What follows belongs to an exercise in optimizing a design on an open flow for small area; a production flow would make more cautious choices.
Function was checked by simulation only, so behaviour that the tests miss may differ from the original.
No activity file was given, so power comes from the tool's default toggle rates.

===== run.sh =====
#!/bin/bash
# synth_recipe.tcl (not shown) runs the flow's synth.tcl, then flattens the netlist and writes it again
# the make line also repeats each setting of config.mk as NAME=value (left out here)
make -C /OpenROAD-flow-scripts/flow DESIGN_CONFIG=/design/flow/config.mk WORK_HOME=/design/flow/orfs CLKGATE_MAP_FILE= SYNTH_SCRIPT=/design/flow/synth_recipe.tcl finish

===== config.mk =====
export PLATFORM = sky130hd
export DESIGN_NAME = top
export DESIGN_NICKNAME = top
export VERILOG_FILES = /design/flow/design.v
export SDC_FILE = /design/flow/constraint.sdc
export NUM_CORES = 4
export LEC_CHECK = 0
export CAP_MARGIN = 20
export CORE_MARGIN = 2
export CORE_UTILIZATION = 40
export SLEW_MARGIN = 20

===== constraint.sdc =====
create_clock -name core_clock -period 10.0 [get_ports {clk}]
set_input_delay 2.0000 -clock core_clock [delete_from_list [all_inputs] [get_ports {clk}]]
set_output_delay 2.0000 -clock core_clock [all_outputs]
set_load 0.01 [all_outputs]

===== design.v =====
module  key_scan(
                 clk    ,
                 rst_n  ,
                 key_col,
               key_row,
                 key_out,
                key_vld   
               );
    parameter      KEY_W  =         4 ;
    parameter      CHK_COL  =   0 ;
    parameter      CHK_ROW  =   1 ;
    parameter      DELAY    =   2 ;
   parameter      WAIT_END =   3 ;
    parameter      COL_CNT  =   16;
  parameter      TIME_20MS=   100;
    input               clk    ;
    input               rst_n  ;
    input  [3:0]        key_col;
    output              key_vld;
   output[3:0]         key_out;
  output[KEY_W-1:0]   key_row;
    reg   [3:0]         key_out;
   reg   [KEY_W-1:0]   key_row;
    reg                 key_vld;
   reg [3:0]           key_col_ff0;
    reg [3:0]           key_col_ff1;
    reg [1:0]           key_col_get;
   wire                shake_flag ;
    reg                 shake_flag_ff0;
    reg[3:0]            state_c;
  reg [6:0]           shake_cnt;
    reg[3:0]            state_n;
    reg [1:0]           row_index;
   reg[15:0]           row_cnt;
   wire                chk_col2chk_row ; 
    wire                chk_row2delay   ;
    wire                delay2wait_end  ;
   wire                wait_end2chk_col;
always  @(posedge clk or negedge rst_n)begin
    if(rst_n==1'b0)begin
       key_col_ff0 <= 4'b1111;
       key_col_ff1 <= 4'b1111;
   end
    else begin
        key_col_ff0 <= key_col    ;
       key_col_ff1 <= key_col_ff0;
    end
end
wire        add_shake_cnt ;
always @(posedge clk or negedge rst_n) begin 
   if (rst_n==0) begin
       shake_cnt <= 0; 
   end
   else if(add_shake_cnt) begin
       if(shake_flag)
            shake_cnt <= 0; 
       else
           shake_cnt <= shake_cnt+1 ;
   end
end
assign add_shake_cnt = key_col_ff1!=4'hf;
assign shake_flag = add_shake_cnt  && shake_cnt == TIME_20MS-1 ;
always  @(posedge clk or negedge rst_n)begin
    if(rst_n==1'b0)begin
       state_c <= CHK_COL;
    end
   else begin
        state_c <= state_n;
    end
end
always  @(*)begin
    case(state_c)
        CHK_COL: begin
                    if(shake_flag && shake_flag_ff0==1'b0)begin
                         state_n = CHK_ROW;
                    end
                     else begin
                         state_n = CHK_COL;
                     end
                 end
        CHK_ROW: begin
                   if(row_index==3 && row_cnt==0)begin
                        state_n = DELAY;
                   end
                     else begin
                       state_n = CHK_ROW;
                   end
                end
        DELAY :  begin
                     if(row_cnt==0)begin
                        state_n = WAIT_END;
                     end
                    else begin
                        state_n = DELAY;
                  end
               end
      WAIT_END: begin
                     if(key_col_ff1==4'hf)begin
                        state_n = CHK_COL;
                   end
                     else begin
                         state_n = WAIT_END;
                     end
                end
       default: state_n = CHK_COL;
    endcase
end
assign chk_col2chk_row = shake_flag && shake_flag_ff0 ==1'b0;
assign chk_row2delay   = row_index==3 && row_cnt==0;
assign delay2wait_end  = row_cnt==0;
assign wait_end2chk_col= key_col_ff1==4'hf;
always  @(posedge clk or negedge rst_n)begin
   if(rst_n==1'b0)begin
        key_row <= 4'b0;
    end
   else if(state_c==CHK_ROW)begin
        key_row <= ~(1'b1 << row_index);
    end
    else begin
        key_row <= 4'b0;
   end
end
always  @(posedge clk or negedge rst_n)begin
    if(rst_n==1'b0)begin
        row_index <= 0;
    end
    else if(state_c==CHK_ROW)begin
       if(row_cnt==0)begin
           if(row_index==3)
               row_index <= 0;
           else
               row_index <= row_index + 1;
       end
  end
    else begin
        row_index <= 0;
    end
end
wire        add_row_cnt ;
wire        end_row_cnt ;
always @(posedge clk or negedge rst_n) begin 
    if (rst_n==0) begin
        row_cnt <= COL_CNT; 
    end
    else if(add_row_cnt) begin
        if(end_row_cnt)
            row_cnt <= COL_CNT; 
        else
            row_cnt <= row_cnt-1 ;
   end
   else begin
       row_cnt <= COL_CNT;
  end
end
assign add_row_cnt = state_c==CHK_ROW || state_c==DELAY;
assign end_row_cnt = add_row_cnt  && row_cnt == 0 ;
always  @(posedge clk or negedge rst_n)begin
   if(rst_n==1'b0)begin
        shake_flag_ff0 <= 1'b0;
  end
    else begin
       shake_flag_ff0 <= shake_flag;
    end
end
always  @(posedge clk or negedge rst_n)begin
    if(rst_n==1'b0)begin
       key_col_get <= 0;
   end
    else if(state_c==CHK_COL && shake_flag==1'b1 && shake_flag_ff0==1'b0) begin
        if(key_col_ff1==4'b1110)
           key_col_get <= 0;
      else if(key_col_ff1==4'b1101)
            key_col_get <= 1;
       else if(key_col_ff1==4'b1011)
          key_col_get <= 2;
       else 
            key_col_get <= 3;
    end
end
always  @(posedge clk or negedge rst_n)begin
    if(rst_n==1'b0)begin
        key_out <= 0;
   end
   else if(state_c==CHK_ROW && row_cnt==0)begin
        key_out <= {row_index,key_col_get};
    end
    else begin
       key_out <= 0;
  end
end
always  @(posedge clk or negedge rst_n)begin
    if(rst_n==1'b0)begin
      key_vld <= 1'b0;
    end
   else if(state_c==CHK_ROW && row_cnt==0 && key_col_ff1[key_col_get]==1'b0)begin
        key_vld <= 1'b1;
   end
    else begin
        key_vld <= 1'b0;
    end
end
endmodule
module control(
    clk             ,
    rst_n           ,
    key_num         ,
    key_vld         ,
    seg_dout        , 
    seg_dout_vld     
    );
   parameter PASSWORD_INI     = 16'h2345    ; 
    parameter CHAR_O           = 5'h10       ; 
    parameter CHAR_P           = 5'h11       ; 
    parameter CHAR_E           = 5'h12       ; 
    parameter CHAR_N           = 5'h13       ; 
    parameter CHAR_L           = 5'h14       ; 
    parameter CHAR_C           = 5'h15       ; 
    parameter CHAR_K           = 5'h16       ; 
    parameter CHAR_D           = 5'h17       ; 
    parameter CHAR_R           = 5'h18       ; 
    parameter NONE_DIS         = 5'h1F       ; 
    parameter C_10S_WID        = 16          ;
    parameter C_10S_NUM        = 50_000      ;
    parameter C_2S_WID         = 14          ;
  parameter C_2S_NUM         = 10_000      ;
    parameter C_PWD_WID        = 3           ;
    input               clk                 ;
    input               rst_n               ;
    input [3:0]         key_num             ;
    input               key_vld             ;
    output[6*5-1:0]     seg_dout            ;
    output[5:0]         seg_dout_vld        ;
   reg   [6*5-1:0]     seg_dout            ;
      wire  [5:0]         seg_dout_vld        ;
    reg   [1:0]         state_c              ;
   reg   [1:0]         state_n             ;
    reg                 lock_stata_flag     ;
    reg                 password_correct_twice  ;
   reg   [C_2S_WID-1:0]    cnt_2s          ; 
    reg   [C_10S_WID-1:0]   cnt_10s_nvld    ;
    reg   [C_PWD_WID-1:0]   cnt_password    ;
   reg   [15:0]            password        ;
    parameter LOCKED    = 2'b00             ;
    parameter OPEN      = 2'b01             ;
    parameter PASSWORD  = 2'b10             ;
    parameter ERROR     = 2'b11             ;
    wire                locked2password_switch  ;
    wire                open2password_switch    ;
    wire                password2locked_switch0 ;
    wire                password2locked_switch1 ;
    wire                password2open_switch0   ;
    wire                password2open_switch1   ;
    wire                password2error_switch   ;
    wire                error2locked_switch0    ;
    wire                add_cnt_10s_nvld        ;
    wire                end_cnt_10s_nvld        ;
    wire                confirm                 ;
    wire                add_cnt_2s              ;
    wire                end_cnt_2s              ;
    wire                add_cnt_password        ;
    wire                end_cnt_password        ;
    always@(posedge clk or negedge rst_n)begin
        if(!rst_n)begin
            state_c <= LOCKED;
        end
        else begin
            state_c <= state_n;   
               end
    end
    always@(*)begin
        case(state_c)
            LOCKED:begin
               if(locked2password_switch)begin
                   state_n = PASSWORD;
                end
                else begin
                   state_n = state_c;
                end
            end
            OPEN:begin
                if(open2password_switch)begin
                  state_n = PASSWORD;
                end
                else begin
                    state_n = state_c;
                end
           end            
            PASSWORD:begin
                if(password2locked_switch0)begin
                   state_n = LOCKED;
                end
                else if(password2open_switch0 || password2open_switch1)begin
                    state_n = OPEN;
                end
                else if(password2error_switch || password2locked_switch1)begin
                    state_n = ERROR;
                end
                else begin
                    state_n = state_c;
                end
            end
            ERROR:begin
                if(error2locked_switch0 )begin
                   state_n = LOCKED;
                end
                else begin
                    state_n = state_c;
                end
            end
            default:begin
              state_n = LOCKED;
            end
        endcase
    end
    assign locked2password_switch    = state_c==LOCKED   &&  lock_stata_flag && key_num<10 && key_vld;
    assign open2password_switch      = state_c==OPEN     && !lock_stata_flag && key_num<10 && key_vld;
    assign password2locked_switch0   = state_c==PASSWORD &&  lock_stata_flag && end_cnt_10s_nvld;
    assign password2locked_switch1   = state_c==PASSWORD &&  lock_stata_flag && confirm && password!=PASSWORD_INI ;
   assign password2open_switch0     = state_c==PASSWORD &&  lock_stata_flag && confirm && password==PASSWORD_INI &&  password_correct_twice;
    assign password2open_switch1     = state_c==PASSWORD && !lock_stata_flag && end_cnt_10s_nvld;
   assign password2error_switch     = state_c==PASSWORD && !lock_stata_flag && confirm && password!=PASSWORD_INI;
    assign error2locked_switch0      = state_c==ERROR    &&  end_cnt_2s;
    always  @(posedge clk or negedge rst_n)begin
      if(rst_n==1'b0)begin
           lock_stata_flag <= 1;
       end
       else if(password2locked_switch0 || password2locked_switch1 || error2locked_switch0)begin
            lock_stata_flag <= 1;
        end
        else if(password2open_switch0 || password2open_switch1 )begin
          lock_stata_flag <= 0;
      end
 end
   always  @(posedge clk or negedge rst_n)begin
       if(rst_n==1'b0)begin
           cnt_10s_nvld <= 0;
       end
        else if(end_cnt_10s_nvld)begin
            cnt_10s_nvld <= 0;
      end
        else if(add_cnt_10s_nvld)begin
            cnt_10s_nvld <= cnt_10s_nvld + 1;
        end
   end
   assign add_cnt_10s_nvld = state_c==PASSWORD;
    assign end_cnt_10s_nvld = add_cnt_10s_nvld && cnt_10s_nvld==C_10S_NUM-1;
   assign confirm = key_num==10 && key_vld;
    always  @(posedge clk or negedge rst_n)begin
        if(rst_n==1'b0)begin
           password_correct_twice <= 0;
       end
       else if(state_c==PASSWORD && lock_stata_flag && confirm && password==PASSWORD_INI && !password_correct_twice)begin
           password_correct_twice <= 1;
      end
       else if(password2locked_switch0 || password2locked_switch1 || password2open_switch0 || password2open_switch1 || password2error_switch)begin
            password_correct_twice <= 0;
      end
    end
   always  @(posedge clk or negedge rst_n)begin
        if(rst_n==1'b0)begin
         cnt_2s <= 0;
        end
       else if(end_cnt_2s )begin
           cnt_2s <= 0;
        end
       else if(add_cnt_2s )begin
           cnt_2s <= cnt_2s + 1;
        end
  end
   assign add_cnt_2s = state_c==ERROR;
    assign end_cnt_2s = add_cnt_2s && cnt_2s==C_2S_NUM-1;
   always  @(posedge clk or negedge rst_n)begin
       if(rst_n==1'b0)begin
           seg_dout <= 0;
       end
      else if(state_c==OPEN)begin
           seg_dout <= {NONE_DIS,NONE_DIS,CHAR_O,CHAR_P,CHAR_E,CHAR_N};
        end
        else if(state_c==LOCKED)begin
            seg_dout <= {CHAR_L,CHAR_O,CHAR_C,CHAR_K,CHAR_E,CHAR_D};
        end
        else if(state_c==ERROR)begin
            seg_dout <= {NONE_DIS,CHAR_E,CHAR_R,CHAR_R,CHAR_O,CHAR_R};
        end
        else if(state_c==PASSWORD)begin
           if(cnt_password==0)
                seg_dout <= {NONE_DIS,NONE_DIS,NONE_DIS,NONE_DIS,NONE_DIS,NONE_DIS};
           else if(cnt_password==1)
               seg_dout <= {NONE_DIS,NONE_DIS,NONE_DIS,NONE_DIS,NONE_DIS,{1'b0,password[3:0]}};
           else if(cnt_password==2)
              seg_dout <= {NONE_DIS,NONE_DIS,NONE_DIS,NONE_DIS,{1'b0,password[7:4]},{1'b0,password[3:0]}};
            else if(cnt_password==3)
                seg_dout <= {NONE_DIS,NONE_DIS,NONE_DIS,{1'b0,password[11:8]},{1'b0,password[7:4]},{1'b0,password[3:0]}};
            else if(cnt_password==4)
                seg_dout <= {NONE_DIS,NONE_DIS,{1'b0,password[15:12]},{1'b0,password[11:8]},{1'b0,password[7:4]},{1'b0,password[3:0]}};
        end
    end
  assign seg_dout_vld = 6'b11_1111;
   always  @(posedge clk or negedge rst_n)begin
       if(rst_n==1'b0)begin
          cnt_password <= 0;
       end
       else if(end_cnt_password)begin
           cnt_password <= 0;
        end
       else if(add_cnt_password)begin
            cnt_password <= cnt_password + 1;
       end
   end
   assign add_cnt_password = state_c!=ERROR && key_num<10 && key_vld && cnt_password<4;
   assign end_cnt_password = confirm || end_cnt_10s_nvld;
   always  @(posedge clk or negedge rst_n)begin
        if(rst_n==1'b0)begin
            password <= 16'h0000;
       end
        else if(add_cnt_password)begin
           password <= {password[11:0],key_num};
       end
   end
  endmodule
module seg_display(
    clk     ,       
   rst_n   ,       
    din     ,       
   din_vld ,      
    segment ,       
    seg_sel         
   );
    parameter SEGMENT_NUM   = 6             ;   
    parameter W_DATA        = 5             ;   
    parameter SEGMENT_WID   = 8             ;   
   parameter TIME_300US    = 20             ;   
    parameter SEG_DATA_0    = 7'b100_0000   ;   
    parameter SEG_DATA_1    = 7'b111_1001   ;
    parameter SEG_DATA_2    = 7'b010_0100   ;
    parameter SEG_DATA_3    = 7'b011_0000   ;
    parameter SEG_DATA_4    = 7'b001_1001   ;
       parameter SEG_DATA_5    = 7'b001_0010   ;
    parameter SEG_DATA_6    = 7'b000_0010   ;
    parameter SEG_DATA_7    = 7'b111_1000   ;
    parameter SEG_DATA_8    = 7'b000_0000   ;
   parameter SEG_DATA_9    = 7'b001_0000   ;  
   parameter SEG_CHAR_O    = 7'b010_0011   ;  
   parameter SEG_CHAR_P    = 7'b000_1100   ;  
    parameter SEG_CHAR_E    = 7'b000_0110   ;  
    parameter SEG_CHAR_N    = 7'b010_1011   ;  
    parameter SEG_CHAR_L    = 7'b100_0111   ;  
   parameter SEG_CHAR_C    = 7'b100_0110   ;  
    parameter SEG_CHAR_K    = 7'b000_0101   ;  
    parameter SEG_CHAR_D    = 7'b010_0001   ;  
    parameter SEG_CHAR_R    = 7'b010_1111   ;  
    parameter SEG_NONE_DIS  = 7'b111_1111   ;  
    input                           clk         ;
    input                           rst_n       ;
    input [SEGMENT_NUM*W_DATA-1:0]  din         ;
    input [SEGMENT_NUM-1:0]         din_vld     ;
   output[SEGMENT_WID-1:0]         segment     ;
    output[SEGMENT_NUM-1:0]         seg_sel     ;
   reg   [SEGMENT_WID-1:0]         segment     ;
    reg   [SEGMENT_NUM-1:0]         seg_sel     ;
    reg   [W_DATA-1:0]              segment_pre ;
    reg   [SEGMENT_NUM*W_DATA-1:0]  din_get     ;
        reg   [4:0]                     cnt_300us   ;
        reg   [2:0]                     cnt_sel     ;
   wire                            dot         ;
wire        add_cnt_300us ;
wire        end_cnt_300us ;
always @(posedge clk or negedge rst_n) begin 
    if (rst_n==0) begin
        cnt_300us <= 0; 
    end
    else if(add_cnt_300us) begin
        if(end_cnt_300us)
           cnt_300us <= 0; 
       else
           cnt_300us <= cnt_300us+1 ;
   end
end
assign add_cnt_300us =1;
assign end_cnt_300us = add_cnt_300us  && cnt_300us == TIME_300US-1 ;
wire        add_cnt_sel ;
wire        end_cnt_sel ;
always @(posedge clk or negedge rst_n) begin 
    if (rst_n==0) begin
        cnt_sel <= 0;   
        end
    else if(add_cnt_sel) begin
        if(end_cnt_sel)          
          cnt_sel <= 0; 
       else
            cnt_sel <= cnt_sel+1 ;
   end
end
assign add_cnt_sel = end_cnt_300us;
assign end_cnt_sel = add_cnt_sel  && cnt_sel == SEGMENT_NUM-1 ;
reg     [SEGMENT_NUM-1:0]   din_vvld;
always  @(posedge clk or negedge rst_n)begin
    if(rst_n==1'b0)begin
        din_vvld <= 0 ;
    end
    else begin
        din_vvld <= din_vld ;
   end
end
reg [ 2:0]  cnt     ;
wire        add_cnt ;
wire        end_cnt ;
always @(posedge clk or negedge rst_n) begin 
    if (rst_n==0) begin
        cnt <= 0; 
    end
    else if(add_cnt) begin
       if(end_cnt)
           cnt <= 0; 
       else
            cnt <= cnt+1 ;
   end
end
assign add_cnt = 1;
assign end_cnt = add_cnt  && cnt == SEGMENT_NUM-1 ;
always  @(posedge clk or negedge rst_n)begin
    if(rst_n==1'b0)begin
        din_get <= 0;
    end
   else if(din_vvld[cnt])begin
        din_get[W_DATA*(cnt+1)-1 -:W_DATA] <= din[W_DATA*(cnt+1)-1 -:W_DATA];
    end
end
    always  @(*)begin
        segment_pre = din_get[W_DATA*(cnt_sel+1)-1 -:W_DATA];
    end
   always  @(posedge clk or negedge rst_n)begin
        if(rst_n==1'b0)begin
           segment <= {dot,SEG_NONE_DIS};
       end
        else if(add_cnt_300us  && cnt_300us ==10-1)begin
           case(segment_pre)
                5'h00: segment <= {dot,SEG_DATA_0};
               5'h01: segment <= {dot,SEG_DATA_1};
                5'h02: segment <= {dot,SEG_DATA_2};
                5'h03: segment <= {dot,SEG_DATA_3};
                5'h04: segment <= {dot,SEG_DATA_4};
               5'h05: segment <= {dot,SEG_DATA_5};
               5'h06: segment <= {dot,SEG_DATA_6};
                5'h07: segment <= {dot,SEG_DATA_7};
                5'h08: segment <= {dot,SEG_DATA_8};
                5'h09: segment <= {dot,SEG_DATA_9};
                5'h10: segment <= {dot,SEG_CHAR_O};
                5'h11: segment <= {dot,SEG_CHAR_P};
                5'h12: segment <= {dot,SEG_CHAR_E};
                5'h13: segment <= {dot,SEG_CHAR_N};
                5'h14: segment <= {dot,SEG_CHAR_L};
              5'h15: segment <= {dot,SEG_CHAR_C};
                5'h16: segment <= {dot,SEG_CHAR_K};
               5'h17: segment <= {dot,SEG_CHAR_D};
                5'h18: segment <= {dot,SEG_CHAR_R};
               5'h1F: segment <= {dot,SEG_NONE_DIS};
             default:segment <= {dot,SEG_NONE_DIS};
           endcase
        end
    end
    assign dot = 1'b1; 
    always@(posedge clk or negedge rst_n)begin
        if(rst_n==1'b0)begin
            seg_sel <= {SEGMENT_NUM{1'b0}};
        end
        else begin
            seg_sel <= ~(1'b1<<cnt_sel);
        end
    end
    endmodule
`timescale 1ns / 1ps
module top(
   clk             ,   
    rst_n           ,   
    key_col         ,
    key_row         ,
    seg_sel         ,   
   segment             
      );
    input               clk                 ;
   input               rst_n               ;
    input [3:0]         key_col             ;
    output[5:0]         seg_sel             ;
   output[7:0]         segment             ;
   output[3:0]         key_row             ;
   wire  [5:0]         seg_sel             ;
    wire  [7:0]         segment             ;
    wire  [3:0]         key_row             ;
    wire  [3:0]         key_out             ;
    wire                key_vld             ;
    wire  [6*5-1:0]     seg_dout            ;
    wire  [5:0]         seg_dout_vld        ;
    key_scan u_key_scan(
        .clk                (clk           ),     
        .rst_n              (rst_n         ),     
      .key_col            (key_col       ),
     .key_row            (key_row       ),
       .key_out            (key_out       ),
       .key_vld            (key_vld       )
    );
   control u_ctrl(
        .clk                (clk            ),      
        .rst_n              (rst_n          ),      
        .key_num            (key_out        ),      
        .key_vld            (key_vld        ),       
        .seg_dout           (seg_dout       ),       
       .seg_dout_vld       (seg_dout_vld   )        
    );
    seg_display u_segment(
      .clk                (clk            ),       
        .rst_n              (rst_n          ),       
      .din                (seg_dout       ),       
       .din_vld            (seg_dout_vld   ),       
      .segment            (segment        ),       
     .seg_sel            (seg_sel        )        
  );
    endmodule

==> notes.md <==
==> layout make-up <==
class                      instances  area (um^2)
clock inverter                    14          173
fill                            2948        17100
timing repair buffer              31          295
inverter                          51          191
tap                              396          495
clock buffer                      18          439
multi-input combinational        974         7340
sequential                       178         4480
==> worst paths after layout <==
check	startpoint	end	slack, ns	cells past startpoint
worst max-delay path	u_segment.cnt[0]	u_segment.din_get[3]	2.61	19
worst min-delay path	u_key_scan.key_col_ff0[2]	u_key_scan.key_col_ff1[2]	0.36	0
worst max register to register	u_segment.cnt[0]	u_segment.din_get[3]	2.61	19
worst min register to register	u_key_scan.key_col_ff0[2]	u_key_scan.key_col_ff1[2]	0.36	0
max in group asynchronous	rst_n	u_key_scan.key_col_get[1]	7.10	2
min in group asynchronous	rst_n	u_segment.din_vvld[0]	1.58	1
==> cells by family after synthesis <==
| logic type | Yosys count | share of synthesized area |
|---|---|---|
| buffers and inverters | 115 | 0.0441 |
| AO/OA/AOI/OAI | 300 | 0.172 |
| AND/OR/NAND/NOR | 450 | 0.181 |
| multiplexers | 103 | 0.133 |
| adder cells (fa/ha/maj) | 59 | 0.0610 |
| other | 1 | 0.000304 |
| flip-flops | 178 | 0.363 |
| XOR/XNOR | 60 | 0.0459 |
==> layout by cell type (no fill, tap or decap), types with 34 or more instances in the layout <==
cell     synthesis  layout
dfrtp_1        161     161
nand2_1        122     122
nor2_1         114     114
o21ai_0         66      66
ha_1            57      55
inv_1           48      48
nand3_1         47      47
a21oi_1         47      47
mux4_2          46      46
xnor2_1         34      34
==> synthesized netlist by cell type (14+ instances only) <==
library cell,number
dfrtp_1,161
nand2_1,122
nor2_1,114
o21ai_0,66
ha_1,57
inv_1,48
a21oi_1,47
nand3_1,47
mux4_2,46
xnor2_1,34
mux2_2,28
mux2i_1,28
nor3_1,28
nand4_1,26
a31oi_1,25
buf_2,24
clkbuf_1,23
xor2_1,22
nor2b_1,18
o211ai_1,18
and3_1,17
dfstp_2,17
nand2b_1,17
o21ai_1,14
==> state kept, by name, summed over array words and instances, names as in the netlist, 3 cells and up <==
register and flops:
u_segment.din_get 30, u_ctrl.seg_dout 23, u_ctrl.cnt_10s_nvld 16, u_ctrl.password 16, u_key_scan.row_cnt 16, u_ctrl.cnt_2s 14, u_key_scan.shake_cnt 7, u_segment.segment 7
u_segment.seg_sel 6, u_segment.cnt_300us 5, u_key_scan.key_col_ff0 4, u_key_scan.key_col_ff1 4, u_key_scan.key_out 4, u_key_scan.key_row 4, u_ctrl.cnt_password 3, u_segment.cnt 3
u_segment.cnt_sel 3
==> power breakdown <==
group          total [mW]  switching, mW  internal [mW]
registers           0.781         0.0288          0.752
logic               0.131         0.0693         0.0617
clock network       0.691          0.327          0.365
total                1.60          0.425           1.18
==> routing by layer <==
layer  up-vias  wire length (um)
met5         -                 0
met2       248             13300
met3        46              1380
met1      4721             13400
li1       4654                 -
met4         0               562
==> through the flow <==
step                hold slack [ns]  instance area [um^2]  worst slack, ns
global route                  0.361                 13400             2.04
detailed placement            0.347                 12800             2.77
floorplan                     0.345                 12300             4.04
global placement              0.346                 12800             2.87
finish                        0.357                 13400             2.61
CTS                           0.358                 13400             2.76
==> summary.md <==
| Metric | Value |
|---|---|
| HPWL after DPL | 20400 um |
| Slew @ Worst Pin | 1.02 ns |
| Dpl cells | 1630 |
| Final #Nets | 1318 |
| Total power | approximately 1.6 mW |
| Power density over the cells | 120 nW/um^2 |
| # clock sinks | 178 |
| Global route overflow | 0 |
| CTS tree | done |
| RePlAce Congestion | 0.892 |
| Slew HR | 0.317 |
| Port Buffers | 22 |
| Slowest CP cell | ha_2 |
| WP data required | 10.30 ns |
| CP endpoint kind | flop |
| Initial antenna violation count | 0 |
| Syn Std Cell Area | 12300 um^2 |
| Critical path's largest stage delay | between 0.9 and 1 ns |
| Synth Instances | 1266 |
| Area contributors post-synth | dfrtp_1 33%, mux4_2 8.4%, ha_1 5.8% |
| Starting Density | 0.404 |
| Hold crit path type | flop to flop |
| Worst Skew | about 0.011 ns |
| Largest net degree at the start of global routing | 92 |
| Antenna Cells | 0 |
| WS Path Type | flop to flop |
| Seq/Total Area, Yosys | 0.363 |
| Die Y | ~180 um |
| Row count | 64 |
| Number of synthesis warnings | 3 |
| WL/cell | 17.2 um |
| CP delay by family, top | adder cells |
| Area of the core | 30500 um^2 |
| Yosys cell types | a little over 100 |
| Die Area | 32300 um^2 |
| Hold buffers post-CTS | 0 |
| Met2 Usage GRT | 0.288 |
| Maximum clock insertion buffer count | 2 |
| Synth Flop Type | dfrtp_1 |
| Area leader, netlist | dfrtp_1 |
| Routed vias/inst | 5.82 |
| Area fraction of the dominant cell type after synthesis | 0.327 |
| Chip Width | between 150 and 200 um |
| Sum Neg Setup Slack | 0 ns |
| Post-route ant nets | 0 |
| Post-CTS sizing | 0 |
| Final setup violation count | 0 |
| Fmax | 0.135 GHz |
| DRC errors left | 0 |
| Vias in the first global route | approximately 9600 |
| CTS Buf Count | 17 |
| P_leak | 5.66 nW |
| Final Hold Viols | 0 |
| RSZ-0062 raised after global routing | false |
| GR Layer Usage met1 | 0.257 |
| Top-Level Pins | 24 |
| Setup Fix Bufs, Post-CTS | 0 |
| Avg Inst Size Synth | 9.75 um^2 |
| Met3 Use GR | 0.0290 |
| MaxCap Viol Count | 0 |
| Setup crit start kind | flop |
| Flip-flop and latch count after synthesis | around 180 |
| Crit Path Max Fanout | 52 |
| Drt pass-1 iters | 5 |
| First-pass GRT wire length | 49200 um |
| Worst path bufs/invs | 5 |
| Clock root buffer master | clkbuf_16 |
| Finished Core Util | 0.440 |
| Cell chain of the critical path | buf_4 > inv_1 > ha_2 > buf_4 > inv_2 > a21o_1 > ha_1 > a21oi_1 > nor3b_2 > or2_2 > ha_1 > inv_1 > nand2_1 > a21o_1 > a21oi_2 > and4_1 > nand2_1 > o211ai_1 > o221ai_1 |
| Final wirelength | 28600 um |
| VDD IR-drop max | between 100 and 150 uV |
| Data arrival, critical path | just under 8 ns |
| Layout cells sized above 1 | 0.146 |
| Count of flip-flops with a built-in enable after synthesis | 0 |
| Area delta synth->final | 8.69% |
| Async S/R FF share, synth | 1.00 |
| Initial DRC count | between 800 and 900 |
| Via count | 9669 |
| CTS clk-pin slew, worst paths | around 0.080 ns |
| Tcrit/Tclk final | 0.739 |
| Clock latency on the worst-skew pair | between 0.4 and 0.5 ns |
| Status | no timing/DRC/antenna violations |
| Busiest grt layer | met2 |
| Fin cells | 1662 |
| H-tree levels | 4 |
| GRT Overall Usage | 0.182 |
| Final max-slew violation count | 0 |
| Fin crit period | 7.39 ns |

==> afterwards: timing with drivers on the ports <==
Ports are ideal in the flow. The routed layout listed here was re-timed in OpenROAD.
Step 1, drivers: a clkbuf_16 drives clk and a buf_2 each remaining input, both assumed.
Step 2 adds t to the input delays and takes it off the output delays; t is the mean of the earliest and latest rising clock arrival at the registers after step 1. Input paths then give back, and output paths get back, about the clock's delay inside the block.
a / b / c = ideal / step 1 / step 2; a / b = the first two.
t, ns: 0.485
setup slack, ns: 2.608 / 2.608 / 2.608
worst register clock-pin slew, ns: 0.08 / 0.08
worst data-port slew with drivers (ns): 0.04
After both steps this run still meets setup and hold. The setup slack of this run moves by 0.000 ns with the drivers and by 0.000 ns with both steps.
